Background: an optimization exercise with open tools, aiming at small area and a short achievable clock period. Do not read the settings as production practice. RTL that was checked went through simulation tests only; none was proved equivalent to the original. The RTL of runs 2 to 4 was laid out without a check of its function. Power and IR drop assume default switching activity.

==> design.v <==
module CmpTree #(parameter N = 8) (
  input  wire [N-1:0] a,
  input  wire [N-1:0] b,
  output wire         gt,
  output wire         eq
);
  localparam L = (N > 16) ? 5 : (N > 8) ? 4 : (N > 4) ? 3 : (N > 2) ? 2 : 1;
  localparam M = 1 << L;
  wire [M-1:0] g [0:L];
  wire [M-1:0] e [0:L];
  assign g[0] = {{(M-N){1'b0}}, b & ~a};
  assign e[0] = {{(M-N){1'b1}}, ~(a ^ b)};
  genvar l, i;
  generate
    for (l = 0; l < L; l = l + 1) begin : lvl
      for (i = 0; i < (M >> (l + 1)); i = i + 1) begin : nd
        assign g[l+1][i] = g[l][2*i+1] | (e[l][2*i+1] & g[l][2*i]);
        assign e[l+1][i] = e[l][2*i+1] & e[l][2*i];
      end
      if ((M >> (l + 1)) < M) begin : pad
        assign g[l+1][M-1:(M >> (l + 1))] = 0;
        assign e[l+1][M-1:(M >> (l + 1))] = 0;
      end
    end
  endgenerate
  assign gt = g[L][0];
  assign eq = e[L][0];
endmodule
module KsAdd #(parameter N = 24) (
  input  wire [N-1:0] x,
  input  wire [N-1:0] y,
  output wire [N-1:0] s,
  output wire         co
);
  localparam L = (N > 16) ? 5 : (N > 8) ? 4 : (N > 4) ? 3 : (N > 2) ? 2 : 1;
  wire [N-1:0] p = x ^ y;
  wire [N-1:0] g [0:L];
  wire [N-1:0] pp [0:L];
  assign g[0]  = x & y;
  assign pp[0] = p;
  genvar l, i;
  generate
    for (l = 0; l < L; l = l + 1) begin : lvl
      for (i = 0; i < N; i = i + 1) begin : bt
        if (i >= (1 << l)) begin : cb
          assign g[l+1][i]  = g[l][i] | (pp[l][i] & g[l][i - (1 << l)]);
          assign pp[l+1][i] = pp[l][i] & pp[l][i - (1 << l)];
        end else begin : ps
          assign g[l+1][i]  = g[l][i];
          assign pp[l+1][i] = pp[l][i];
        end
      end
    end
  endgenerate
  assign s  = p ^ {g[L][N-2:0], 1'b0};
  assign co = g[L][N-1];
endmodule
module ExpDiff (
  input  wire [7:0] ea,
  input  wire [7:0] eb,
  output wire [7:0] dab,     
  output wire [7:0] dba,     
  output wire       ge,      
  output wire       eq       
);
  wire [7:0] x = ea;
  wire [7:0] y = ~eb;
  wire [7:0] p = x ^ y;
  wire [7:0] g [0:3];
  wire [7:0] pp [0:3];
  assign g[0]  = x & y;
  assign pp[0] = p;
  genvar l, i;
  generate
    for (l = 0; l < 3; l = l + 1) begin : lvl
      for (i = 0; i < 8; i = i + 1) begin : bt
        if (i >= (1 << l)) begin : cb
          assign g[l+1][i]  = g[l][i] | (pp[l][i] & g[l][i - (1 << l)]);
          assign pp[l+1][i] = pp[l][i] & pp[l][i - (1 << l)];
        end else begin : ps
          assign g[l+1][i]  = g[l][i];
          assign pp[l+1][i] = pp[l][i];
        end
      end
    end
  endgenerate
  wire [7:0] c0 = {g[3][6:0], 1'b0};
  wire [7:0] c1 = {g[3][6:0] | pp[3][6:0], 1'b1};
  assign dba = ~(p ^ c0);
  assign dab = p ^ c1;
  assign ge  = g[3][7] | pp[3][7];
  assign eq  = pp[3][7];
endmodule
module SkAdd #(parameter N = 24) (
  input  wire [N-1:0] x,
  input  wire [N-1:0] y,
  output wire [N-1:0] s,
  output wire         co
);
  localparam L = (N > 16) ? 5 : (N > 8) ? 4 : (N > 4) ? 3 : (N > 2) ? 2 : 1;
  wire [N-1:0] p = x ^ y;
  wire [N-1:0] g [0:L];
  wire [N-1:0] pp [0:L];
  assign g[0]  = x & y;
  assign pp[0] = p;
  genvar l, i;
  generate
    for (l = 0; l < L; l = l + 1) begin : lvl
      for (i = 0; i < N; i = i + 1) begin : bt
        if ((i >> l) & 1) begin : cb
          assign g[l+1][i]  = g[l][i] | (pp[l][i] & g[l][((i >> l) << l) - 1]);
          assign pp[l+1][i] = pp[l][i] & pp[l][((i >> l) << l) - 1];
        end else begin : ps
          assign g[l+1][i]  = g[l][i];
          assign pp[l+1][i] = pp[l][i];
        end
      end
    end
  endgenerate
  assign s  = p ^ {g[L][N-2:0], 1'b0};
  assign co = g[L][N-1];
endmodule
module Lzc32 (
  input  wire [31:0] x,
  output wire [4:0]  cnt,
  output wire        zero
);
  wire [15:0] z1; wire [15:0] c1;           
  wire [7:0]  z2; wire [15:0] c2;           
  wire [3:0]  z3; wire [11:0] c3;           
  wire [1:0]  z4; wire [7:0]  c4;           
  genvar i;
  generate
    for (i = 0; i < 16; i = i + 1) begin : l1
      assign z1[i] = ~(x[2*i+1] | x[2*i]);
      assign c1[i] = ~x[2*i+1];
    end
    for (i = 0; i < 8; i = i + 1) begin : l2
      assign z2[i] = z1[2*i+1] & z1[2*i];
      assign c2[2*i+1:2*i] = z1[2*i+1] ? {1'b1, c1[2*i]} : {1'b0, c1[2*i+1]};
    end
    for (i = 0; i < 4; i = i + 1) begin : l3
      assign z3[i] = z2[2*i+1] & z2[2*i];
      assign c3[3*i+2:3*i] = z2[2*i+1] ? {1'b1, c2[4*i+1:4*i]} : {1'b0, c2[4*i+3:4*i+2]};
    end
    for (i = 0; i < 2; i = i + 1) begin : l4
      assign z4[i] = z3[2*i+1] & z3[2*i];
      assign c4[4*i+3:4*i] = z3[2*i+1] ? {1'b1, c3[6*i+2:6*i]} : {1'b0, c3[6*i+5:6*i+3]};
    end
  endgenerate
  assign zero = z4[1] & z4[0];
  assign cnt  = z4[1] ? {1'b1, c4[3:0]} : {1'b0, c4[7:4]};
endmodule
module PipelinedFAdd (
  input  wire        clk,
  input  wire        rst,
  input  wire [31:0] A,
  input  wire [31:0] B,
  input  wire        operation,
  input  wire        in_valid,
  output wire [31:0] result,
  output wire        out_valid
);
  wire        sa = A[31];
  wire        sb = B[31] ^ operation;
  wire [7:0]  ea = A[30:23];
  wire [7:0]  eb = B[30:23];
  wire [22:0] fa = A[22:0];
  wire [22:0] fb = B[22:0];
  wire fa_nz  = |fa;
  wire fb_nz  = |fb;
  wire a_nan  = (&ea) & fa_nz;
  wire a_inf  = (&ea) & ~fa_nz;
  wire b_inf  = (&eb) & ~fb_nz;
  wire a_zero = ~(|ea) & ~fa_nz;
  wire b_zero = ~(|eb) & ~fb_nz;
  wire special = (&ea) | (&eb) | a_zero | b_zero;
  wire [7:0] dab, dba;
  wire       e_ge, e_eq;
  ExpDiff u_ed (.ea(ea), .eb(eb), .dab(dab), .dba(dba), .ge(e_ge), .eq(e_eq));
  wire f_gt, f_eq;
  CmpTree #(23) u_cf (.a(fa), .b(fb), .gt(f_gt), .eq(f_eq));
  wire swap = (~e_ge | (e_eq & f_gt)) & ~a_nan;
  wire [7:0] d = e_ge ? dab : dba;
  reg  [7:0]  r1_ea, r1_eb;
  reg  [22:0] r1_fa, r1_fb;
  reg  [4:0]  r1_d;
  reg         r1_swap, r1_sa, r1_sb, r1_qnan, r1_zflip, r1_cancel;
  reg         r1_special, r1_kill;
  always @(posedge clk) begin
    r1_ea     <= ea;
    r1_eb     <= eb;
    r1_fa     <= fa;
    r1_fb     <= fb;
    r1_sa     <= sa;
    r1_sb     <= sb;
    r1_swap   <= swap;
    r1_d      <= d[4:0];
    r1_special <= special;
    r1_kill   <= special | (d > 8'd23);
    r1_qnan   <= a_inf & b_inf & operation & (sa ^ sb);
    r1_zflip  <= a_zero & b_zero & operation;
    r1_cancel <= e_eq & f_eq & (sa ^ sb) & ~special;
  end
  wire [7:0]  e_big   = r1_swap ? r1_eb : r1_ea;
  wire [22:0] f_big   = r1_swap ? r1_fb : r1_fa;
  wire [22:0] f_small = r1_swap ? r1_fa : r1_fb;
  wire        h_big   = (|e_big) | r1_special;
  wire        h_small = r1_swap ? (|r1_ea) : (|r1_eb);
  wire [23:0] ms_al   = r1_kill ? 24'd0 : ({h_small, f_small} >> r1_d);
  wire        sub     = r1_sa ^ r1_sb;
  reg  [7:0]  r2_q;
  reg  [23:0] r2_xb, r2_ys;
  reg         r2_s, r2_sub, r2_qnan;
  always @(posedge clk) begin
    r2_q    <= r1_cancel ? (~e_big - 8'd25) : (~e_big - 8'd1);
    r2_xb   <= {h_big, f_big} ^ {24{sub}};
    r2_ys   <= ms_al;
    r2_sub  <= sub;
    r2_qnan <= r1_qnan;
    r2_s    <= ~r1_qnan & ((r1_swap ? r1_sb : r1_sa) ^ r1_zflip);
  end
  wire [23:0] ad_s;
  wire        ad_co;
  SkAdd #(24) u_add (.x(r2_xb), .y(r2_ys), .s(ad_s), .co(ad_co));
  reg  [7:0]  r3_q;
  reg  [24:0] r3_sum;
  reg         r3_s, r3_qnan;
  always @(posedge clk) begin
    r3_q    <= r2_q;
    r3_sum  <= {ad_co & ~r2_sub, ad_s ^ {24{r2_sub}}};
    r3_s    <= r2_s;
    r3_qnan <= r2_qnan;
  end
  wire [4:0] lz;
  wire       lz_zero;
  Lzc32 u_lzc (.x({r3_sum, 7'h7F}), .cnt(lz), .zero(lz_zero));
  wire [24:0] sh4 = lz[4] ? {r3_sum[8:0], 16'd0} : r3_sum;
  wire [24:0] sh3 = lz[3] ? {sh4[16:0], 8'd0} : sh4;
  wire [24:0] sh2 = lz[2] ? {sh3[20:0], 4'd0} : sh3;
  wire [24:0] sh1 = lz[1] ? {sh2[22:0], 2'd0} : sh2;
  wire [24:0] sh0 = lz[0] ? {sh1[23:0], 1'd0} : sh1;
  wire [7:0] ne_out;
  wire       ne_co;
  KsAdd #(8) u_exp (.x(r3_q), .y({3'd0, lz}), .s(ne_out), .co(ne_co));
  reg [31:0] r4_res;
  always @(posedge clk)
    r4_res <= {r3_s, ~ne_out, sh0[23] | r3_qnan, sh0[22:1]};
  assign result = r4_res;
  reg [3:0] vld;
  always @(posedge clk or posedge rst)
    if (rst) vld <= 4'b0000;
    else     vld <= {vld[2:0], in_valid};
  assign out_valid = vld[3];
endmodule
==> run.sh <==
#!/bin/bash
# synth_recipe.tcl (not shown) runs the flow's synth.tcl, then flattens the netlist and writes it again
# the make line also repeats each setting of config.mk as NAME=value (left out here)
make -C /OpenROAD-flow-scripts/flow DESIGN_CONFIG=/design/flow/config.mk WORK_HOME=/design/flow/orfs CLKGATE_MAP_FILE= SYNTH_SCRIPT=/design/flow/synth_recipe.tcl finish
==> config.mk <==
export PLATFORM = sky130hd
export DESIGN_NAME = PipelinedFAdd
export DESIGN_NICKNAME = PipelinedFAdd
export VERILOG_FILES = /design/flow/design.v
export SDC_FILE = /design/flow/constraint.sdc
export NUM_CORES = 4
export LEC_CHECK = 0
export ABC_AREA = 1
export CAP_MARGIN = 20
export CORE_MARGIN = 2
export CORE_UTILIZATION = 40
export SETUP_SLACK_MARGIN = 5
export SLEW_MARGIN = 20
==> constraint.sdc <==
create_clock -name core_clock -period 8.0 [get_ports {clk}]
set_input_delay 1.6000 -clock core_clock [delete_from_list [all_inputs] [get_ports {clk}]]
set_output_delay 1.6000 -clock core_clock [all_outputs]
set_load 0.01 [all_outputs]
==> flow_metrics.py, run 1 <==
metrics = {
    "clocking": {
        "root_buffer": "clkbuf_16",
        "clk_latency_ps": 520,
        "cts_tree": "built",
        "numCtsBuffers": 24,
        "clk_path_buf_depth": 3,
        "cts_sinks": 205,
        "cts_hold_repair.buffers": 0,
        "cts.clk_slew.worst_paths_ps": 60,
        "h-tree-depth": 1,
    },
    "setup_path": {
        "start_kind": "register",
        "required_ps": 6400,
        "r2r_end": "r4_res[29]$_DFF_P_",
        "r2r_slack_ps": 5210,
        "crit_path_end_kind": "output pin",
        "worstPathMaxFanout": 1,
        "cp_slowest_stage_delay_ps": 520,
        "r2r_cells": 13,
        "critical_path_buf_inv_count": 1,
        "cp_top_family": "buffers and inverters",
        "crit_chain": "clkdlybuf4s50_1",
        "slowest_stage": "clkdlybuf4s50_1",
        "rr_startpoint": "r3_sum[11]$_DFF_P_",
        "worstSetupPathType": "register to output pin",
        "cp_data_arrival_time_ps": 1350,
    },
    "logic_synthesis": {
        "synthesis.area_sq_mm": 0.0110,
        "synth_top_family_by_area": "simple AND/OR/NAND/NOR gates",
        "synth_cells": 1482,
        "synth-xor-area-share_pct": 6.54,
        "syn_area_per_cell_sq_um": 7.40,
        "syn_nets": 1621,
        "yosysUniqueCellTypes": 49,
        "synth_compound_area_share_pct": 8.68,
        "synth_fa_ha_area_share_pct": 8.58,
        "synth.top_cell.area_share_pct": 36.7,
        "yosys.area.top_type": "dfxtp_1",
        "synth.area.top_cells": "dfxtp_1, nand2_1, ha_1, nand3_1, inv_1",
        "synth-seq-area-share_pct": 37.6,
        "synthSimpleGateAreaFrac_pct": 28.9,
        "synthMuxAreaShare_pct": 0.913,
        "synth_seq_cells": 205,
        "yosys_warnings": 5,
    },
    "final_layout": {
        "diodes": 0,
        "drive_above_1_share_pct": 8.77,
        "design_area_sq_mm": 0.0133,
        "layout.nets": 1706,
        "num-fill-cells": 2686,
        "final_cell_mix": "nand2_1, dfxtp_1, inv_1",
        "final_common_cell": "nand2_1",
        "area_growth_pct": 21.6,
        "multiInputGateArea_sq_mm": 0.00614,
        "ff_latch_area_sq_mm": 0.00412,
    },
    "placement": {
        "place_congestion": 0.924,
        "postPlaceCellArea_sq_mm": 0.0122,
        "hpwl_microns": 21200,
        "portBuffers": 100,
        "preCtsSetupSlack_ps": 4060,
    },
    "route": {
        "wl_per_cell_microns": 14.0,
        "drc": 0,
        "drt_wl_total_microns": 27000,
        "drt_first_pass_iters": 5,
        "postRouteAntennaNets": 0,
        "vias": 9317,
        "drt_iter0_markers": 473,
        "vias_per_cell": 4.84,
    },
    "sta": {
        "clock-skew-final_ps": 21.0,
        "fin_tns_setup_ps": 0,
        "grt_setup_unrepaired": "yes",
        "maxSlewHeadroom_pct": 32.5,
        "setup_viol": 0,
        "fin_crit_ps": 2950,
        "clock.fmax_ghz": 0.339,
        "worst_slack_ps": 5050,
        "finalCritPeriodShare_pct": 36.9,
        "finalMaxSlewViolations": 0,
        "hold_viol": 0,
        "worstMarginPinSlew_ps": 1010,
    },
    "hold_path": {
        "worst_hold_startpoint": "r2_q[7]$_DFF_P_",
        "min_to": "r3_q[7]$_DFF_P_",
        "worstHoldPathCells": 0,
        "hp-class": "register to register",
    },
    "die": {
        "fp-row-count": 60,
        "die_w_microns": 170,
        "ios": 101,
        "core_sq_mm": 0.0270,
        "initial_core_util_pct": 40.7,
        "die_area_sq_mm": 0.0288,
        "fp.dieH_microns": 170,
    },
    "pwr": {
        "irDropWorstVdd_v": 0.000138,
        "fin_total_pwr_mw": 4.19,
        "power_leakage_nw": 6.69,
        "power_density_mw_per_mm2": 314,
    },
    "run_status": {
        "outcome": "timing/DRC/antenna clean",
    },
    "grt": {
        "antenna_found_initial": 0,
        "grt.overflow.total": 0,
        "track_usage_pct": 18.7,
        "grt_first_pass_wirelength_microns": 43800,
        "grt_max_degree": 79,
        "grt_pass1_vias": 8828,
    },
    "flow_run": {
        "cap_violations": 0,
    },
}
worst max path at each step:
| stage | slack [ps] | start | cells past startpoint | end |
|---|---|---|---|---|
| 2_1_floorplan | 4950 | B[23] | 13 | r1_kill$_DFF_P_ |
| 3_3_place_gp | 4070 | B[23] | 14 | r1_kill$_DFF_P_ |
| 3_5_place_dp | 4060 | B[23] | 14 | r1_kill$_DFF_P_ |
| 4_1_cts | 4910 | A[24] | 12 | r1_kill$_DFF_P_ |
| 5_1_grt | 4960 | r3_sum[11]$_DFF_P_ | 13 | r4_res[29]$_DFF_P_ |
| 6_report | 5050 | r4_res[1]$_DFF_P_ | 1 | result[1] |
through the flow:
stage / hold slack [ps] / utilization (%) / cells
global route: 335 / 49.5 / 1926
finish: 326 / 49.5 / 1926
detailed placement: 314 / 45.3 / 1876
global placement: 311 / 45.3 / 1876
floorplan: 310 / - / 1482
CTS: 327 / 48.7 / 1921
where the power goes:
group,total [mW],internal (mW),switching [mW]
clock network,1.06,0.631,0.431
registers,1.44,1.28,0.158
logic,1.69,0.672,1.02
total,4.19,2.58,1.61
per-layer routing:
metal	GRT usage [%]	wire, microns	up-vias
li1	-	-	4939
met5	0	0	-
met3	2.17	1070	44
met1	24.4	12600	4139
met2	32.5	12700	195
met4	5.65	673	0
what timing repair did:
| item | in CTS | in global routing |
|---|---|---|
| gates resized for setup | 24 | 58 |
| gates cloned | 0 | 2 |
| pin swaps | 4 | 10 |
| setup endpoints to repair | 12 | 28 |
| setup buffers | 1 | 2 |
cell families (layout without fill, tap and decap cells):
kind of cell	Yosys count	after routing
xor+xnor	81	81
buf+inv	232	333
mux	10	10
compound gates	170	170
simple gates	713	715
fa+ha+maj	71	71
flops	205	205
registers in the layout (all words and copies together), names as in the netlist, 4 cells and up:
signal,count
r4_res,32
r3_sum,25
r2_xb,24
r2_ys,24
r1_fa,23
r1_fb,23
r1_ea,8
r1_eb,8
r2_q,8
r3_q,8
r1_d,5
vld,4
area by class of cell:
class,instances,share of cell area (%)
well taps,341,3.20
repair buffers,106,8.46
flip-flops and latches,205,30.9
clock buffers,33,5.36
inverters,183,5.36
clock inverters,11,0.676
multi-input cells,1047,46.0
cell usage after synthesis (all sizes together):
cell	instances
a211oi	1
a21boi	4
a21o	4
a21oi	54
and3	1
buf	32
clkbuf	17
clkinv	4
dfrtp	4
dfxtp	201
fa	7
ha	64
inv	179
mux2i	10
nand2	409
nand3	154
nand3b	6
nand4	22
nor2	85
nor3	14
nor4	9
o211ai	6
o21a	2
o21ai	89
o21bai	4
o22ai	5
o31ai	1
or2	13
xnor2	42
xor2	39
==> run 2: changes to the inputs <==
--- a/design.v
+++ b/design.v
@@ -6,3 +6,3 @@
 );
-  localparam L = (N > 16) ? 5 : (N > 8) ? 4 : (N > 4) ? 3 : (N > 2) ? 2 : 1;
+  localparam L = $clog2(N);
   localparam M = 1 << L;
@@ -34,3 +34,3 @@
 );
-  localparam L = (N > 16) ? 5 : (N > 8) ? 4 : (N > 4) ? 3 : (N > 2) ? 2 : 1;
+  localparam L = $clog2(N);
   wire [N-1:0] p = x ^ y;
@@ -99,3 +99,3 @@
 );
-  localparam L = (N > 16) ? 5 : (N > 8) ? 4 : (N > 4) ? 3 : (N > 2) ? 2 : 1;
+  localparam L = $clog2(N);
   wire [N-1:0] p = x ^ y;
==> flow/run.sh (new file) <==
#!/bin/bash
# Standard layout, with the adder cells left to ABC (no full/half adder
# extraction before it). make's output goes to standard.log, each ORFS step
# logs to orfs/logs/.
bash standard.sh ADDER_MAP_FILE= finish > standard.log 2>&1
==> standard.sh (new file) <==
#!/bin/bash
# synth_recipe.tcl (not shown) runs the flow's synth.tcl, then flattens the netlist and writes it again
# the make line also repeats each setting of config.mk as NAME=value (left out here)
make -C /OpenROAD-flow-scripts/flow DESIGN_CONFIG=/design/flow/config.mk WORK_HOME=/design/flow/orfs CLKGATE_MAP_FILE= SYNTH_SCRIPT=/design/flow/synth_recipe.tcl "${@:-finish}"
removed: run.sh
==> run 2 against run 1 <==
Net effect: final area is 1.5% lower; clock skew is 4.3 ps lower; sequential share of layout area is 0.47 points higher; wire length is 3.5% higher; setup slack better by 0.85 ps; worst hold slack worse by 3.6 ps; final cell count is 7.4% higher; highest routed layer unchanged.
==> flow_metrics.py, run 2 <==
metrics = {
    "setup_path": {
        "rr_startpoint": "r3_sum[23]$_DFF_P_",
        "start_kind": "register",
        "worstPathMaxFanout": 1,
        "r2r_end": "r4_res[6]$_DFF_P_",
        "cp_top_family": "buffers and inverters",
        "r2r_cells": 9,
        "critical_path_buf_inv_count": 1,
        "crit_path_end_kind": "output pin",
        "crit_chain": "clkdlybuf4s50_1",
        "worstSetupPathType": "register to output pin",
        "r2r_slack_ps": 5370,
        "cp_data_arrival_time_ps": 1350,
        "cp_slowest_stage_delay_ps": 520,
        "required_ps": 6400,
        "slowest_stage": "clkdlybuf4s50_1",
    },
    "pwr": {
        "p_comb_share_pct": 41.2,
        "irDropWorstVdd_v": 0.000132,
        "power_leakage_nw": 6.52,
        "power_density_mw_per_mm2": 324,
        "p_seq_share_pct": 33.2,
        "power_frac_clock_pct": 25.6,
        "switching_share_pct": 38.1,
        "fin_total_pwr_mw": 4.25,
        "net-switching-power_mw": 1.62,
        "intPower_mw": 2.63,
    },
    "logic_synthesis": {
        "synth_seq_cells": 205,
        "synth-seq-area-share_pct": 37.7,
        "synth_compound_area_share_pct": 11.2,
        "yosysUniqueCellTypes": 43,
        "synth_fa_ha_area_share_pct": 0,
        "synth_cells": 1625,
        "yosysMostFrequentCell": "nand2_1",
        "yosys-top-cells-count": "nand2_1, dfxtp_1, inv_1, nor2_1, nand3_1",
        "synth-xor-area-share_pct": 6.53,
        "synthMuxAreaShare_pct": 1.56,
        "syn_nets": 1693,
        "synth_ff_type": "dfxtp_1",
        "synthSimpleGateAreaFrac_pct": 33.7,
        "synthesis.area_sq_mm": 0.0109,
        "synth_top_family_by_area": "simple AND/OR/NAND/NOR gates",
        "synth.area.top_cells": "dfxtp_1, nand2_1, inv_1, nand3_1, nor2_1",
        "syn_area_per_cell_sq_um": 6.73,
        "synth-edff-count": 0,
        "yosys.area.top_type": "dfxtp_1",
        "yosys_warnings": 5,
        "async_flop_share_pct": 1.95,
        "synth.top_cell.area_share_pct": 36.8,
    },
    "sta": {
        "clock.fmax_ghz": 0.339,
        "fin_hold_ws_ps": 323,
        "setup_viol": 0,
        "hold_viol": 0,
        "finalMaxSlewViolations": 0,
        "clock-skew-final_ps": 16.7,
        "worstMarginPinSlew_ps": 926,
        "finalCritPeriodShare_pct": 36.9,
        "fin_crit_ps": 2950,
        "fin_tns_setup_ps": 0,
        "maxSlewHeadroom_pct": 38.1,
        "grt_setup_unrepaired": "yes",
    },
    "route": {
        "wl_met3_microns": 1300,
        "drt_wl_total_microns": 28000,
        "top_layer_used": "met4",
        "vias": 10100,
        "drt_first_pass_iters": 5,
        "drc": 0,
        "dr_wl_met2_microns": 12800,
        "vias_per_cell": 4.86,
        "wl_met1_microns": 12700,
        "wl_per_cell_microns": 13.5,
        "postRouteAntennaNets": 0,
        "drt_iter0_markers": 526,
    },
    "grt": {
        "track_usage_pct": 19.6,
        "grt.overflow.total": 0,
        "grt_pass1_vias": 9394,
        "antenna_found_initial": 0,
        "grt_max_degree": 56,
        "grt_first_pass_wirelength_microns": 45900,
    },
    "run_status": {
        "outcome": "timing/DRC/antenna clean",
    },
    "final_layout": {
        "area_growth_pct": 20.2,
        "layout.nets": 1781,
        "largest_registers": "r4_res: 32 flops, r3_sum: 25 flops",
        "regMostFlops": "r4_res",
        "largest_reg_flops": 32,
        "final_cell_mix": "nand2_1, dfxtp_1, inv_1",
        "diodes": 0,
        "drive_above_1_share_pct": 8.56,
        "final_common_cell": "nand2_1",
    },
    "hold_path": {
        "hp-class": "register to register",
        "worstHoldPathCells": 0,
        "worst_hold_startpoint": "r2_q[1]$_DFF_P_",
        "min_to": "r3_q[1]$_DFF_P_",
    },
    "die": {
        "core_sq_mm": 0.0269,
        "ios": 101,
        "die_w_microns": 169,
        "initial_core_util_pct": 40.7,
        "fp-row-count": 60,
        "fp.dieH_microns": 169,
        "die_area_sq_mm": 0.0287,
    },
    "clocking": {
        "clk_path_buf_depth": 3,
        "h-tree-depth": 1,
        "cts.clk_slew.worst_paths_ps": 60,
        "cts_tree": "built",
        "root_buffer": "clkbuf_16",
        "cts_sinks": 205,
        "cts_hold_repair.buffers": 0,
        "clk_latency_ps": 520,
        "numCtsBuffers": 24,
    },
    "placement": {
        "place_congestion": 0.950,
        "portBuffers": 100,
        "hpwl_microns": 22200,
    },
    "flow_run": {
        "cap_violations": 0,
    },
}
==> run 2: cell types whose count changed in the layout (fill, tap and decap cells not counted), moves of 10 or more <==
cell | previous run | this run
ha_1 | 55 | 0
nand2_1 | 393 | 493
o21ai_1 | 32 | 14
nor2_1 | 74 | 136
nand2_2 | 10 | 20
dlymetal6s2s_1 | 30 | 12
o21ai_0 | 50 | 100
o211ai_1 | 5 | 20
nand3_1 | 152 | 107
clkdlybuf4s50_1 | 64 | 88
inv_1 | 163 | 181
==> run 2: final cells by class <==
type | count | area (sq um)
fillers | 2784 | 13700
multi-input cells | 1173 | 5930
flip-flops and latches | 205 | 4120
repair buffers | 110 | 1110
inverters | 198 | 752
clock buffers | 31 | 658
well taps | 341 | 427
clock inverters | 10 | 134
repair inverters | 1 | 7.51
==> run 2: logic make-up (layout without fill, tap and decap cells) <==
group                  count (synthesis)  after routing
AND/OR/NAND/NOR                      865            866
buffers and inverters                248            350
AO/OA/AOI/OAI                        210            210
flip-flops                           205            205
XOR/XNOR                              80             80
multiplexers                          17             17
==> run 2: worst max-delay path by stage <==
stage	start	endpoint	slack, ps	depth (start not counted)
after global routing	A[23]	r1_swap$_DFF_P_	4980	12
after CTS	B[27]	r1_d[4]$_DFF_P_	5010	13
final	vld[3]$_DFF_PP0_	out_valid	5050	1
after detailed placement	A[12]	r1_cancel$_DFF_P_	4420	9
after floorplan	B[27]	r1_d[4]$_DFF_P_	5240	12
after global placement	A[12]	r1_cancel$_DFF_P_	4420	9
==> run 2: layer usage <==
| metal | up-vias | GRT usage (%) |
|---|---|---|
| met5 | - | 0 |
| met4 | 0 | 8.03 |
| met3 | 79 | 2.78 |
| met2 | 233 | 33.2 |
| met1 | 4392 | 25.0 |
| li1 | 5350 | - |
==> run 2: what timing repair did <==
| item | CTS | global route |
|---|---|---|
| pin swaps | 1 | 7 |
| gates resized for setup | 7 | 43 |
| setup buffers | 0 | 3 |
| endpoints found under the setup margin | 25 | 29 |
| cloned | 1 | 1 |
==> run 2: power groups by stage <==
stage          Combinational, mW  Clock, mW  Sequential (mW)
6_report                    1.75       1.09             1.41
5_1_grt                     1.99       1.16             1.44
4_1_cts                     1.74       1.12             1.42
3_5_place_dp                1.73          0             1.44
3_3_place_gp                1.72          0             1.44
2_1_floorplan               1.24          0             1.43
==> run 2: metrics by stage <==
step / instances / utilization (%) / cell area, sq um / setup slack, ps
6_report: 2069 / 48.9 / 13100 / 5050
5_1_grt: 2069 / 48.9 / 13100 / 4980
4_1_cts: 2065 / 48.3 / 13000 / 5010
3_5_place_dp: 2023 / 45.2 / 12200 / 4420
3_3_place_gp: 2023 / 45.2 / 12200 / 4420
2_1_floorplan: 1625 / - / 10900 / 5240
==> run 3: changes to the inputs <==
==> flow/run.sh (replaced) <==
#!/bin/bash
# Standard layout, with the adder cells left to ABC (no full/half adder
# extraction before it) and timing repair aiming at a tighter setup margin.
# make's output goes to standard.log, each ORFS step logs to orfs/logs/.
bash standard.sh ADDER_MAP_FILE= SETUP_SLACK_MARGIN=5.6 finish > standard.log 2>&1
==> run 3 against run 2 <==
Net effect: count of clock-buffer cells in the layout shrank 3; highest routed layer unchanged; sequential power is essentially flat; register-to-register slack gained 430 ps.
==> flow_metrics.py, run 3 <==
metrics = {
    "clocking": {
        "clk_path_buf_depth": 3,
        "cts_sinks": 205,
        "cts_tree": "built",
        "h-tree-depth": 1,
        "clk_latency_ps": 520,
        "numCtsBuffers": 24,
        "cts.clk_slew.worst_paths_ps": 60,
        "root_buffer": "clkbuf_16",
    },
    "route": {
        "vias_per_cell": 4.87,
        "drt_wl_total_microns": 28900,
        "drc": 0,
        "postRouteAntennaNets": 0,
        "drt_iter0_markers": 573,
        "wl_per_cell_microns": 13.7,
        "vias": 10300,
        "drt_first_pass_iters": 5,
    },
    "logic_synthesis": {
        "synthesis.area_sq_mm": 0.0109,
        "yosys_warnings": 5,
        "synth_seq_cells": 205,
        "yosys.area.top_type": "dfxtp_1",
        "synth_compound_area_share_pct": 11.2,
        "synthSimpleGateAreaFrac_pct": 33.7,
        "synth_ff_type": "dfxtp_1",
        "synth.area.top_cells": "dfxtp_1, nand2_1, inv_1, nand3_1, nor2_1",
        "yosysUniqueCellTypes": 43,
        "synth_fa_ha_area_share_pct": 0,
        "async_flop_share_pct": 1.95,
        "synth-xor-area-share_pct": 6.53,
        "synth_cells": 1625,
        "synthMuxAreaShare_pct": 1.56,
        "synth_top_family_by_area": "simple AND/OR/NAND/NOR gates",
        "synth-edff-count": 0,
        "synth-seq-area-share_pct": 37.7,
        "syn_area_per_cell_sq_um": 6.73,
        "syn_nets": 1693,
        "synth.top_cell.area_share_pct": 36.8,
        "yosysMostFrequentCell": "nand2_1",
        "yosys-top-cells-count": "nand2_1, dfxtp_1, inv_1, nor2_1, nand3_1",
    },
    "setup_path": {
        "r2r_end": "r4_res[11]$_DFF_P_",
        "r2r_cells": 10,
        "r2r_slack_ps": 5800,
        "crit_chain": "buf_2",
        "worstSetupPathType": "register to output pin",
        "worstPathMaxFanout": 1,
        "cp_slowest_stage_delay_ps": 350,
        "cp_data_arrival_time_ps": 990,
        "critical_path_buf_inv_count": 1,
        "start_kind": "register",
        "crit_path_end_kind": "output pin",
        "cp_top_family": "flip-flops",
        "required_ps": 6400,
        "rr_startpoint": "r3_sum[13]$_DFF_P_",
        "slowest_stage": "dfrtp_1",
    },
    "sta": {
        "clock-skew-final_ps": 13.7,
        "fin_crit_ps": 2590,
        "finalMaxSlewViolations": 0,
        "setup_viol": 0,
        "hold_viol": 0,
        "finalCritPeriodShare_pct": 32.4,
        "worstMarginPinSlew_ps": 912,
        "clock.fmax_ghz": 0.386,
        "fin_tns_setup_ps": 0,
        "grt_setup_unrepaired": "yes",
        "maxSlewHeadroom_pct": 39.0,
    },
    "die": {
        "core_sq_mm": 0.0269,
        "initial_core_util_pct": 40.7,
        "fp.dieH_microns": 169,
        "ios": 101,
        "fp-row-count": 60,
        "die_w_microns": 169,
        "die_area_sq_mm": 0.0287,
    },
    "run_status": {
        "outcome": "timing/DRC/antenna clean",
    },
    "hold_path": {
        "worst_hold_startpoint": "r2_q[7]$_DFF_P_",
        "worstHoldPathCells": 0,
        "min_to": "r3_q[7]$_DFF_P_",
        "hp-class": "register to register",
    },
    "grt": {
        "track_usage_pct": 19.9,
        "grt_first_pass_wirelength_microns": 46800,
        "grt_pass1_vias": 9632,
        "grt.overflow.total": 0,
        "antenna_found_initial": 0,
        "grt_max_degree": 56,
    },
    "final_layout": {
        "final_common_cell": "nand2_1",
        "regMostFlops": "r4_res",
        "area_growth_pct": 25.5,
        "diodes": 0,
        "largest_registers": "r4_res: 32 flops, r3_sum: 25 flops",
        "drive_above_1_share_pct": 23.1,
        "layout.nets": 1820,
        "largest_reg_flops": 32,
        "design_area_sq_mm": 0.0137,
        "final_cell_mix": "nand2_1, dfxtp_1, inv_1",
    },
    "pwr": {
        "p_comb_share_pct": 41.0,
        "irDropWorstVdd_v": 0.000163,
        "switching_share_pct": 39.3,
        "p_seq_share_pct": 33.4,
        "net-switching-power_mw": 1.68,
        "power_density_mw_per_mm2": 312,
        "power_leakage_nw": 6.82,
        "intPower_mw": 2.60,
        "power_frac_clock_pct": 25.6,
    },
    "placement": {
        "hpwl_microns": 22200,
        "portBuffers": 100,
        "postPlaceCellArea_sq_mm": 0.0123,
        "place_congestion": 0.928,
    },
    "flow_run": {
        "cap_violations": 0,
    },
}
[run 3: layout make-up]
| cell class | instances | area (sq um) |
|---|---|---|
| Fill cell | 2687 | 13200 |
| Multi-Input combinational cell | 1174 | 6430 |
| Sequential cell | 205 | 4140 |
| Timing Repair Buffer | 146 | 1080 |
| Inverter | 198 | 805 |
| Clock buffer | 28 | 668 |
| Tap cell | 341 | 427 |
| Clock inverter | 16 | 153 |
| Timing Repair inverter | 3 | 22.5 |
[run 3: logic make-up after synthesis]
| kind of cell | count (synthesis) |
|---|---|
| AND/OR/NAND/NOR | 865 |
| buffers and inverters | 248 |
| AO/OA/AOI/OAI | 210 |
| flip-flops | 205 |
| XOR/XNOR | 80 |
| multiplexers | 17 |
[run 3: worst max-delay path by stage]
stage	startpoint	cells past startpoint	endpoint
after floorplan	B[27]	12	r1_kill$_DFF_P_
after global placement	B[27]	13	r1_d[1]$_DFF_P_
after detailed placement	B[27]	12	r1_d[4]$_DFF_P_
after CTS	vld[3]$_DFF_PP0_	1	out_valid
after global routing	vld[3]$_DFF_PP0_	1	out_valid
final	vld[3]$_DFF_PP0_	1	out_valid
[run 3: per-layer routing]
layer	vias up	track usage, %	share of wire, %
met3	54	2.47	4.0
met4	0	5.54	2.9
li1	5440	-	-
met5	-	0	0
met1	4573	25.9	46
met2	220	34.9	47
[run 3: power groups by stage]
| stage | Clock, mW | Combinational [mW] | Sequential [mW] |
|---|---|---|---|
| 2_1_floorplan | 0 | 1.25 | 1.43 |
| 3_3_place_gp | 0 | 1.73 | 1.44 |
| 3_5_place_dp | 0 | 1.73 | 1.45 |
| 4_1_cts | 1.13 | 1.71 | 1.43 |
| 5_1_grt | 1.17 | 1.99 | 1.45 |
| 6_report | 1.10 | 1.76 | 1.43 |
[run 3: what timing repair did]
action | 4_1_cts | 5_1_grt
hold buffers | 0 | 0
cloned | 3 | 2
endpoints found under the setup margin | 99 | 79
pin swaps | 46 | 58
gates resized for setup | 419 | 132
buffers inserted | 26 | 15
[run 3: stage by stage]
| step | cells | power [mW] | setup slack (ps) | hold WS (ps) | utilization (%) |
|---|---|---|---|---|---|
| 6_report | 2111 | 4.28 | 5410 | 324 | 51.1 |
| 5_1_grt | 2111 | 4.61 | 5370 | 333 | 51.1 |
| 4_1_cts | 2094 | 4.26 | 5380 | 327 | 49.8 |
| 3_5_place_dp | 2021 | 3.18 | 4370 | 312 | 45.9 |
| 3_3_place_gp | 2021 | 3.17 | 4410 | 310 | 45.9 |
| 2_1_floorplan | 1625 | 2.68 | 5340 | 310 | - |
==> run 4: changes to the inputs <==
--- a/flow/run.sh
+++ b/flow/run.sh
@@ -4,2 +4,2 @@
 # make's output goes to standard.log, each ORFS step logs to orfs/logs/.
-bash standard.sh ADDER_MAP_FILE= SETUP_SLACK_MARGIN=5.6 finish > standard.log 2>&1
+bash standard.sh ADDER_MAP_FILE= SETUP_SLACK_MARGIN=5.3 finish > standard.log 2>&1
==> run 4 against run 3 <==
Net effect: still clean on timing, DRC and antenna; fmax shrank 2.7%; combinational power shrank 3%; setup slack lost 72 ps; largest power group unchanged.
==> flow_metrics.py, run 4 <==
metrics = {
    "logic_synthesis": {
        "synthMuxAreaShare_pct": 1.56,
        "syn_area_per_cell_sq_um": 6.73,
        "synth_cells": 1625,
        "synth_compound_area_share_pct": 11.2,
        "synth_fa_ha_area_share_pct": 0,
        "synthesis.area_sq_mm": 0.0109,
        "synth_top_family_by_area": "simple AND/OR/NAND/NOR gates",
        "synth-edff-count": 0,
        "async_flop_share_pct": 1.95,
        "synth-xor-area-share_pct": 6.53,
        "synth.area.top_cells": "dfxtp_1, nand2_1, inv_1, nand3_1, nor2_1",
        "yosysMostFrequentCell": "nand2_1",
        "yosysUniqueCellTypes": 43,
        "synthSimpleGateAreaFrac_pct": 33.7,
        "synth-seq-area-share_pct": 37.7,
        "syn_nets": 1693,
        "yosys_warnings": 5,
        "yosys-top-cells-count": "nand2_1, dfxtp_1, inv_1, nor2_1, nand3_1",
        "synth.top_cell.area_share_pct": 36.8,
        "synth_ff_type": "dfxtp_1",
        "synth_seq_cells": 205,
        "yosys.area.top_type": "dfxtp_1",
    },
    "setup_path": {
        "rr_startpoint": "r1_d[1]$_DFF_P_",
        "r2r_slack_ps": 5540,
        "worstPathMaxFanout": 1,
        "r2r_end": "r2_ys[9]$_SDFF_PP0_",
        "critical_path_buf_inv_count": 1,
        "required_ps": 6400,
        "crit_path_end_kind": "output pin",
        "slowest_stage": "dfxtp_1",
        "cp_top_family": "flip-flops",
        "crit_chain": "dlygate4sd2_1",
        "cp_data_arrival_time_ps": 1060,
        "worstSetupPathType": "register to output pin",
        "r2r_cells": 8,
        "cp_slowest_stage_delay_ps": 290,
        "start_kind": "register",
    },
    "die": {
        "initial_core_util_pct": 40.7,
        "die_area_sq_mm": 0.0287,
        "die_w_microns": 169,
        "fp.dieH_microns": 169,
        "core_sq_mm": 0.0269,
        "fp-row-count": 60,
        "ios": 101,
    },
    "sta": {
        "worst_slack_ps": 5340,
        "fin_tns_setup_ps": 0,
        "fin_hold_ws_ps": 323,
        "setup_viol": 0,
        "clock-skew-final_ps": 6.79,
        "clock.fmax_ghz": 0.375,
        "fin_crit_ps": 2660,
        "grt_setup_unrepaired": "no",
        "maxSlewHeadroom_pct": 37.8,
        "finalMaxSlewViolations": 0,
        "finalCritPeriodShare_pct": 33.3,
        "worstMarginPinSlew_ps": 931,
        "hold_viol": 0,
    },
    "hold_path": {
        "worst_hold_startpoint": "r2_q[0]$_DFF_P_",
        "worstHoldPathCells": 0,
        "hp-class": "register to register",
        "min_to": "r3_q[0]$_DFF_P_",
    },
    "pwr": {
        "irDropWorstVdd_v": 0.000131,
        "fin_total_pwr_mw": 4.24,
        "power_leakage_nw": 6.77,
        "p_seq_share_pct": 33.5,
        "power_density_mw_per_mm2": 319,
        "intPower_mw": 2.61,
        "switching_share_pct": 38.5,
        "power_frac_clock_pct": 26.2,
        "net-switching-power_mw": 1.63,
        "p_comb_share_pct": 40.2,
    },
    "grt": {
        "grt_pass1_vias": 9389,
        "grt_max_degree": 56,
        "grt.overflow.total": 0,
        "track_usage_pct": 19.7,
        "grt_first_pass_wirelength_microns": 46200,
        "antenna_found_initial": 0,
    },
    "placement": {
        "portBuffers": 100,
        "hpwl_microns": 22100,
        "place_congestion": 0.939,
        "preCtsSetupSlack_ps": 4390,
    },
    "clocking": {
        "root_buffer": "clkbuf_16",
        "clk_path_buf_depth": 3,
        "h-tree-depth": 1,
        "cts.clk_slew.worst_paths_ps": 60,
        "cts_hold_repair.buffers": 0,
        "cts_tree": "built",
        "numCtsBuffers": 24,
        "cts_sinks": 205,
        "clk_latency_ps": 510,
    },
    "final_layout": {
        "final_common_cell": "nand2_1",
        "post-route-util_pct": 49.5,
        "drive_above_1_share_pct": 12.7,
        "largest_registers": "r4_res: 32 flops, r3_sum: 25 flops",
        "area_growth_pct": 21.7,
        "layout.nets": 1786,
        "diodes": 0,
        "regMostFlops": "r4_res",
        "final_cell_mix": "nand2_1, dfxtp_1, inv_1",
        "largest_reg_flops": 32,
    },
    "route": {
        "drc": 0,
        "vias": 10100,
        "wl_per_cell_microns": 13.6,
        "drt_wl_total_microns": 28200,
        "postRouteAntennaNets": 0,
        "vias_per_cell": 4.86,
        "drt_iter0_markers": 549,
        "drt_first_pass_iters": 5,
    },
    "run_status": {
        "outcome": "timing/DRC/antenna clean",
    },
    "flow_run": {
        "cap_violations": 0,
    },
}
## run 4: cell counts after synthesis
Identical to the previous run, type by type.
## run 4: area by class of cell
class | count | area, sq um
clock inverters | 9 | 106
clock buffers | 34 | 729
multi-input cells | 1173 | 6090
inverters | 198 | 758
repair buffers | 114 | 1070
well taps | 341 | 427
flip-flops and latches | 205 | 4130
fillers | 2739 | 13600
repair inverters | 2 | 12.5
## run 4: worst max path at each step
stage / start / end / slack (ps) / cells after the start
5_1_grt: A[27] / r1_d[1]$_DFF_P_ / 5300 / 14
4_1_cts: r4_res[13]$_DFF_P_ / result[13] / 5300 / 1
3_5_place_dp: A[27] / r1_cancel$_DFF_P_ / 4390 / 11
6_report: r4_res[19]$_DFF_P_ / result[19] / 5340 / 1
3_3_place_gp: B[26] / r1_cancel$_DFF_P_ / 4380 / 11
2_1_floorplan: B[24] / r1_kill$_DFF_P_ / 5300 / 12
## run 4: routing by layer
| layer | up-vias | routed length [microns] | track usage [%] |
|---|---|---|---|
| li1 | 5365 | - | - |
| met1 | 4442 | 13000 | 25.4 |
| met2 | 220 | 13300 | 34.2 |
| met3 | 60 | 1100 | 2.64 |
| met4 | 0 | 881 | 6.21 |
| met5 | - | 0 | 0 |
## run 4: through the flow
stage	instance area [sq um]	cells
3_3_place_gp	12200	2021
5_1_grt	13300	2076
3_5_place_dp	12200	2021
6_report	13300	2076
4_1_cts	13200	2069
2_1_floorplan	11000	1625
## run 4: what timing repair did
item | 4_1_cts | 5_1_grt
cloned | 2 | 1
resized for setup | 112 | 101
pin swaps | 16 | 30
setup endpoints to repair | 73 | 62
setup buffers | 3 | 6
## run 4: kinds of logic (layout without fill, tap and decap cells)
kind of cell	Yosys count	in the layout
AND/OR/NAND/NOR	865	866
buffers and inverters	248	357
AO/OA/AOI/OAI	210	210
flip-flops	205	205
XOR/XNOR	80	80
multiplexers	17	17
## run 4: power by group through the flow
stage	registers, mW	logic, mW	clock network (mW)
after floorplan	1.43	1.24	0
after global placement	1.45	1.72	0
after detailed placement	1.45	1.73	0
after CTS	1.43	1.70	1.15
after global routing	1.45	1.93	1.19
final	1.42	1.71	1.11
==> run 5: changes to the inputs <==
--- a/design.v
+++ b/design.v
@@ -6,3 +6,3 @@
 );
-  localparam L = $clog2(N);
+  localparam L = (N > 16) ? 5 : (N > 8) ? 4 : (N > 4) ? 3 : (N > 2) ? 2 : 1;
   localparam M = 1 << L;
@@ -34,3 +34,3 @@
 );
-  localparam L = $clog2(N);
+  localparam L = (N > 16) ? 5 : (N > 8) ? 4 : (N > 4) ? 3 : (N > 2) ? 2 : 1;
   wire [N-1:0] p = x ^ y;
@@ -99,3 +99,3 @@
 );
-  localparam L = $clog2(N);
+  localparam L = (N > 16) ? 5 : (N > 8) ? 4 : (N > 4) ? 3 : (N > 2) ? 2 : 1;
   wire [N-1:0] p = x ^ y;
--- a/flow/run.sh
+++ b/flow/run.sh
@@ -4,2 +4,2 @@
 # make's output goes to standard.log, each ORFS step logs to orfs/logs/.
-bash standard.sh ADDER_MAP_FILE= SETUP_SLACK_MARGIN=5.3 finish > standard.log 2>&1
+bash standard.sh ADDER_MAP_FILE= SETUP_SLACK_MARGIN=6.0 finish > standard.log 2>&1
==> run 5 against run 4 <==
Net effect: still clean; power is 9.2% higher; worst hold slack better by 1.9 ps; clock skew is 12 ps higher; global-route usage is 0.81 points higher; critical endpoint is now out_valid; highest routed layer unchanged.
==> flow_metrics.py, run 5 <==
metrics = {
    "run_status": {
        "outcome": "timing/DRC/antenna clean",
    },
    "route": {
        "postRouteAntennaNets": 0,
        "drt_wl_total_microns": 31600,
        "drt_first_pass_iters": 5,
        "drc": 0,
        "top_layer_used": "met4",
        "wl_met1_microns": 13800,
        "wl_met3_microns": 1290,
        "vias": 10800,
        "vias_per_cell": 4.96,
        "dr_wl_met2_microns": 15200,
        "drt_iter0_markers": 602,
        "wl_per_cell_microns": 14.5,
    },
    "setup_path": {
        "cp_data_arrival_time_ps": 990,
        "critical_path_buf_inv_count": 1,
        "cp_top_family": "flip-flops",
        "start_kind": "register",
        "crit_chain": "buf_2",
        "slowest_stage": "dfrtp_1",
        "cp_slowest_stage_delay_ps": 350,
        "worstPathMaxFanout": 1,
        "worstSetupPathType": "register to output pin",
        "required_ps": 6400,
        "crit_path_end_kind": "output pin",
        "r2r_slack_ps": 6020,
    },
    "sta": {
        "maxSlewHeadroom_pct": 55.7,
        "grt_setup_unrepaired": "yes",
        "finalMaxSlewViolations": 0,
        "worstMarginPinSlew_ps": 663,
        "finalCritPeriodShare_pct": 32.3,
        "clock-skew-final_ps": 19.0,
        "fin_hold_ws_ps": 325,
        "fin_tns_setup_ps": 0,
        "setup_viol": 0,
        "worst_slack_ps": 5410,
        "fin_crit_ps": 2590,
        "hold_viol": 0,
        "clock.fmax_ghz": 0.387,
    },
    "pwr": {
        "power_frac_clock_pct": 24.6,
        "intPower_mw": 2.81,
        "p_seq_share_pct": 31.3,
        "net-switching-power_mw": 1.82,
        "power_leakage_nw": 7.27,
        "power_density_mw_per_mm2": 308,
        "switching_share_pct": 39.2,
        "p_comb_share_pct": 44.1,
        "irDropWorstVdd_v": 0.000143,
    },
    "grt": {
        "antenna_found_initial": 0,
        "grt_first_pass_wirelength_microns": 48000,
        "grt_pass1_vias": 9911,
        "grt.overflow.total": 0,
        "grt_max_degree": 54,
        "track_usage_pct": 20.5,
    },
    "final_layout": {
        "regMostFlops": "r4_res",
        "drive_above_1_share_pct": 29.2,
        "area_growth_pct": 37.6,
        "design_area_sq_mm": 0.0150,
        "diodes": 0,
        "multiInputGateArea_sq_mm": 0.00697,
        "largest_registers": "r4_res: 32 flops, r3_sum: 25 flops",
        "ff_latch_area_sq_mm": 0.00416,
        "final_cells": 2172,
        "final_cell_mix": "nand2_1, dfxtp_1, inv_1",
        "num-fill-cells": 2535,
        "largest_reg_flops": 32,
        "final_common_cell": "nand2_1",
        "layout.nets": 1883,
    },
    "placement": {
        "postPlaceCellArea_sq_mm": 0.0123,
        "hpwl_microns": 22100,
        "placed_cells": 2022,
        "portBuffers": 100,
        "place_congestion": 0.949,
        "preCtsSetupSlack_ps": 4440,
    },
    "die": {
        "initial_core_util_pct": 40.7,
        "core_sq_mm": 0.0269,
        "die_area_sq_mm": 0.0287,
        "die_w_microns": 169,
        "fp.dieH_microns": 169,
        "ios": 101,
        "fp-row-count": 60,
    },
    "clocking": {
        "cts_tree": "built",
        "clk_latency_ps": 520,
        "clk_path_buf_depth": 3,
        "cts.clk_slew.worst_paths_ps": 60,
        "cts_sinks": 205,
        "numCtsBuffers": 24,
        "h-tree-depth": 1,
        "root_buffer": "clkbuf_16",
    },
    "logic_synthesis": {
        "synth.top_cell.area_share_pct": 36.8,
        "synth_seq_cells": 205,
        "async_flop_share_pct": 1.95,
        "yosys-top-cells-count": "nand2_1, dfxtp_1, inv_1, nor2_1, nand3_1",
        "syn_area_per_cell_sq_um": 6.73,
        "yosys.area.top_type": "dfxtp_1",
        "synthesis.area_sq_mm": 0.0109,
        "yosys_warnings": 5,
        "synth.area.top_cells": "dfxtp_1, nand2_1, inv_1, nand3_1, nor2_1",
        "synth-edff-count": 0,
        "synth-seq-area-share_pct": 37.7,
        "synth_ff_type": "dfxtp_1",
        "yosysUniqueCellTypes": 43,
        "yosysMostFrequentCell": "nand2_1",
        "synth_cells": 1625,
        "syn_nets": 1693,
    },
    "flow_run": {
        "cap_violations": 0,
    },
    "hold_path": {
        "hp-class": "register to register",
    },
}
-- run 5: area by class of cell --
| cell class | instances | share of cell area [%] |
|---|---|---|
| multi-input cells | 1176 | 46.3 |
| flip-flops and latches | 205 | 27.6 |
| repair buffers | 205 | 11.6 |
| inverters | 198 | 5.72 |
| clock buffers | 34 | 4.58 |
| well taps | 341 | 2.84 |
| clock inverters | 8 | 0.990 |
| repair inverters | 5 | 0.233 |
-- run 5: metrics by stage --
step,total power [mW],util [%]
after global routing,4.94,56.0
after floorplan,2.68,-
after detailed placement,3.19,45.9
after global placement,3.17,45.9
after CTS,4.41,52.2
final,4.63,56.0
-- run 5: cell families after synthesis --
group	share of synthesized area, %
AND/OR/NAND/NOR	33.7
buffers and inverters	9.25
AO/OA/AOI/OAI	11.2
flip-flops	37.7
XOR/XNOR	6.53
multiplexers	1.56
-- run 5: worst paths after layout --
check	from	endpoint	cells after the start
max in group asynchronous	rst	vld[3]$_DFF_PP0_	2
worst min-delay path	r2_q[7]$_DFF_P_	r3_q[7]$_DFF_P_	0
worst max register to register	r3_sum[20]$_DFF_P_	r4_res[22]$_DFF_P_	14
worst max-delay path	vld[3]$_DFF_PP0_	out_valid	1
min in group asynchronous	rst	vld[2]$_DFF_PP0_	2
worst min register to register	r2_q[7]$_DFF_P_	r3_q[7]$_DFF_P_	0
-- run 5: power by group through the flow --
stage          Sequential [mW]  Combinational, mW  Clock (mW)
3_5_place_dp              1.44               1.75           0
5_1_grt                   1.47               2.27        1.20
4_1_cts                   1.42               1.82        1.17
3_3_place_gp              1.44               1.74           0
2_1_floorplan             1.43               1.25           0
6_report                  1.45               2.04        1.14
-- run 5: repair_timing --
item | CTS | global route
gates cloned | 9 | 4
resized for setup | 547 | 210
endpoints found under the hold margin | 0 | 0
buffers inserted | 56 | 39
hold buffers | 0 | 0
endpoints found under the setup margin | 105 | 95
pin swaps | 79 | 88
-- run 5: routing by layer --
metal	vias up	GRT usage [%]
met5	-	0
met4	0	7.69
met3	85	2.45
met2	298	36.0
met1	4806	25.8
li1	5574	-
==> run 6: changes to the inputs <==
--- a/flow/run.sh
+++ b/flow/run.sh
@@ -4,2 +4,2 @@
 # make's output goes to standard.log, each ORFS step logs to orfs/logs/.
-bash standard.sh ADDER_MAP_FILE= SETUP_SLACK_MARGIN=6.0 finish > standard.log 2>&1
+bash standard.sh ADDER_MAP_FILE= SETUP_SLACK_MARGIN=5.6 finish > standard.log 2>&1
--- a/config.mk
+++ b/config.mk
@@ -11,2 +11,5 @@
 export CORE_UTILIZATION = 40
+export CTS_BUF_LIST = sky130_fd_sc_hd__clkbuf_8
+export CTS_CLUSTER_DIAMETER = 60
+export CTS_CLUSTER_SIZE = 25
 export SETUP_SLACK_MARGIN = 5
==> run 6 against run 5 <==
Net effect: final cell count is 3.4% lower; global-route usage is 0.74 points lower; fmax is 1.2% lower; register-to-register slack worse by 270 ps; sequential power hardly changed; synthesized cell count stayed put; final area is 11% lower; first-iteration DRC count is 8.1% higher; combinational power is 14% lower; non-clock buffer count is 62 lower; sequential share of layout area is 3.4 points higher; count of clock-buffer cells in the layout is 13 lower.
==> flow_metrics.py, run 6 <==
metrics = {
    "logic_synthesis": {
        "yosys_warnings": 5,
        "yosys.area.top_type": "dfxtp_1",
        "synth-seq-area-share_pct": 37.7,
        "synth-edff-count": 0,
        "synthesis.area_sq_mm": 0.0109,
        "yosysUniqueCellTypes": 43,
        "syn_nets": 1693,
        "async_flop_share_pct": 1.95,
        "yosysMostFrequentCell": "nand2_1",
        "synth_cells": 1625,
        "yosys-top-cells-count": "nand2_1, dfxtp_1, inv_1, nor2_1, nand3_1",
        "synth_seq_cells": 205,
        "synth.area.top_cells": "dfxtp_1, nand2_1, inv_1, nand3_1, nor2_1",
        "syn_area_per_cell_sq_um": 6.73,
        "synth.top_cell.area_share_pct": 36.8,
        "synth_ff_type": "dfxtp_1",
    },
    "sta": {
        "fin_crit_ps": 2620,
        "hold_viol": 0,
        "clock-skew-final_ps": 28.9,
        "worstMarginPinSlew_ps": 896,
        "fin_tns_setup_ps": 0,
        "maxSlewHeadroom_pct": 40.1,
        "finalCritPeriodShare_pct": 32.7,
        "worst_slack_ps": 5380,
        "clock.fmax_ghz": 0.382,
        "grt_setup_unrepaired": "yes",
        "finalMaxSlewViolations": 0,
        "setup_viol": 0,
    },
    "clocking": {
        "numCtsBuffers": 19,
        "root_buffer": "clkbuf_8",
        "cts.clk_slew.worst_paths_ps": 100,
        "h-tree-depth": 1,
        "cts_sinks": 205,
        "clk_latency_ps": 560,
        "cts_tree": "built",
        "clk_path_buf_depth": 3,
    },
    "setup_path": {
        "crit_path_end_kind": "output pin",
        "critical_path_buf_inv_count": 1,
        "cp_slowest_stage_delay_ps": 360,
        "worstSetupPathType": "register to output pin",
        "required_ps": 6400,
        "slowest_stage": "dfrtp_1",
        "r2r_cells": 10,
        "crit_chain": "buf_2",
        "start_kind": "register",
        "r2r_end": "r4_res[7]$_DFF_P_",
        "cp_data_arrival_time_ps": 1020,
        "worstPathMaxFanout": 1,
        "rr_startpoint": "r3_sum[13]$_DFF_P_",
        "cp_top_family": "flip-flops",
        "r2r_slack_ps": 5750,
    },
    "pwr": {
        "p_comb_share_pct": 45.0,
        "intPower_mw": 2.23,
        "fin_total_pwr_mw": 3.88,
        "power_frac_clock_pct": 18.3,
        "net-switching-power_mw": 1.66,
        "irDropWorstVdd_v": 0.000136,
        "power_leakage_nw": 6.61,
        "switching_share_pct": 42.6,
        "p_seq_share_pct": 36.7,
        "power_density_mw_per_mm2": 291,
    },
    "final_layout": {
        "multiInputGateArea_sq_mm": 0.00639,
        "diodes": 0,
        "largest_registers": "r4_res: 32 flops, r3_sum: 25 flops",
        "final_cell_mix": "nand2_1, dfxtp_1, inv_1",
        "largest_reg_flops": 32,
        "ff_latch_area_sq_mm": 0.00414,
        "num-fill-cells": 2714,
        "design_area_sq_mm": 0.0133,
        "post-route-util_pct": 49.6,
        "final_common_cell": "nand2_1",
        "area_growth_pct": 21.9,
        "regMostFlops": "r4_res",
        "layout.nets": 1812,
        "drive_above_1_share_pct": 21.1,
    },
    "placement": {
        "place_congestion": 0.928,
        "preCtsSetupSlack_ps": 4370,
        "portBuffers": 100,
        "hpwl_microns": 22200,
        "postPlaceCellArea_sq_mm": 0.0123,
    },
    "grt": {
        "grt_use_met3_pct": 2.33,
        "grt_util_met1_pct": 25.7,
        "grt_pass1_vias": 9529,
        "track_usage_pct": 19.8,
        "grt_first_pass_wirelength_microns": 46400,
        "busiest_layer": "met2",
        "antenna_found_initial": 0,
        "grt_max_degree": 56,
        "grt.overflow.total": 0,
        "grt_use_met2_pct": 34.1,
    },
    "hold_path": {
        "worstHoldPathCells": 0,
        "hp-class": "register to register",
        "worst_hold_startpoint": "r2_q[2]$_DFF_P_",
        "min_to": "r3_q[2]$_DFF_P_",
    },
    "die": {
        "fp-row-count": 60,
        "core_sq_mm": 0.0269,
        "die_w_microns": 169,
        "ios": 101,
        "fp.dieH_microns": 169,
        "initial_core_util_pct": 40.7,
        "die_area_sq_mm": 0.0287,
    },
    "flow_run": {
        "cap_violations": 0,
    },
    "run_status": {
        "outcome": "timing/DRC/antenna clean",
    },
    "route": {
        "wl_per_cell_microns": 13.7,
        "vias": 10200,
        "drc": 0,
        "drt_wl_total_microns": 28700,
        "vias_per_cell": 4.88,
        "postRouteAntennaNets": 0,
        "drt_iter0_markers": 651,
        "drt_first_pass_iters": 5,
    },
}
## run 6: kinds of logic after synthesis
logic type,after synthesis,share of synthesized area [%]
flip-flops,205,37.7
XOR/XNOR,80,6.53
buffers and inverters,248,9.25
AND/OR/NAND/NOR,865,33.7
AO/OA/AOI/OAI,210,11.2
multiplexers,17,1.56
## run 6: final cells by class
class | count | share of cell area [%]
inverter | 198 | 6.03
clock buffer | 21 | 2.17
tap | 341 | 3.20
timing repair buffer | 143 | 8.22
clock inverter | 13 | 1.22
sequential | 205 | 31.0
timing repair inverter | 3 | 0.150
multi-input combinational | 1174 | 48.0
## run 6: stage by stage
stage | std cells | hold WS [ps]
3_5_place_dp | 2021 | 312
3_3_place_gp | 2021 | 310
2_1_floorplan | 1625 | 310
4_1_cts | 2074 | 338
5_1_grt | 2098 | 348
6_report | 2098 | 337
## run 6: metal layers
| layer | part of all wire [%] | vias to the layer above |
|---|---|---|
| met1 | 46 | 4525 |
| met4 | 3.6 | 0 |
| met5 | 0 | - |
| met2 | 47 | 233 |
| met3 | 3.7 | 64 |
| li1 | - | 5426 |
## run 6: what timing repair did
| item | 4_1_cts | 5_1_grt |
|---|---|---|
| pin swaps | 39 | 65 |
| endpoints found under the setup margin | 99 | 76 |
| gates cloned | 3 | 2 |
| resized for setup | 350 | 146 |
| hold buffers | 0 | 0 |
| buffers inserted | 16 | 22 |
## run 6: power by group through the flow
stage / Sequential [mW] / Combinational [mW] / Clock [mW]
detailed placement: 1.45 / 1.73 / 0
floorplan: 1.43 / 1.25 / 0
global placement: 1.44 / 1.73 / 0
global route: 1.45 / 1.97 / 0.781
finish: 1.42 / 1.75 / 0.710
CTS: 1.42 / 1.70 / 0.743
## run 6: worst max-delay path by stage
stage	endpoint	start	slack, ps	depth (start not counted)
2_1_floorplan	r1_kill$_DFF_P_	B[27]	5340	12
3_3_place_gp	r1_d[1]$_DFF_P_	B[27]	4410	13
3_5_place_dp	r1_d[4]$_DFF_P_	B[27]	4370	12
4_1_cts	out_valid	vld[3]$_DFF_PP0_	5330	1
5_1_grt	out_valid	vld[3]$_DFF_PP0_	5330	1
6_report	out_valid	vld[3]$_DFF_PP0_	5380	1

re-timing with driven ports:
How much do the figures lean on ideal ports? The routed layouts below were timed once more, with nothing changed but the port constraints.
Step 1 sets driving cells, clkbuf_16 on the clock port and buf_2 on the other inputs (assumed; they add their load-dependent delay and slew).
Step 2 times the ports against the registers' clock, not the clock port: input delays grow and output delays shrink by t, the midpoint of the rising clock arrivals with the driver on.
Slacks: ideal ports / drivers / drivers and shift; pairs: ideal ports / drivers.
run | t (ns) | setup WS [ns] | worst setup path at the end
run 1 | 0.558 | 5.049 / 5.001 / 4.517 | input to register
run 2 | 0.561 | 5.050 / 5.000 / 4.549 | input to register
run 3 | 0.555 | 5.408 / 5.362 / 4.988 | input to register
run 4 | 0.554 | 5.337 / 5.288 / 4.841 | input to register
run 5 | 0.556 | 5.413 / 5.365 / 5.041 | input to register
run 6 | 0.580 | 5.383 / 5.340 / 5.002 | input to register
After both steps every run listed still meets setup and hold. The setup slack of run 1, which loses most, moves by -0.048 ns with the drivers and by -0.532 ns with both steps.
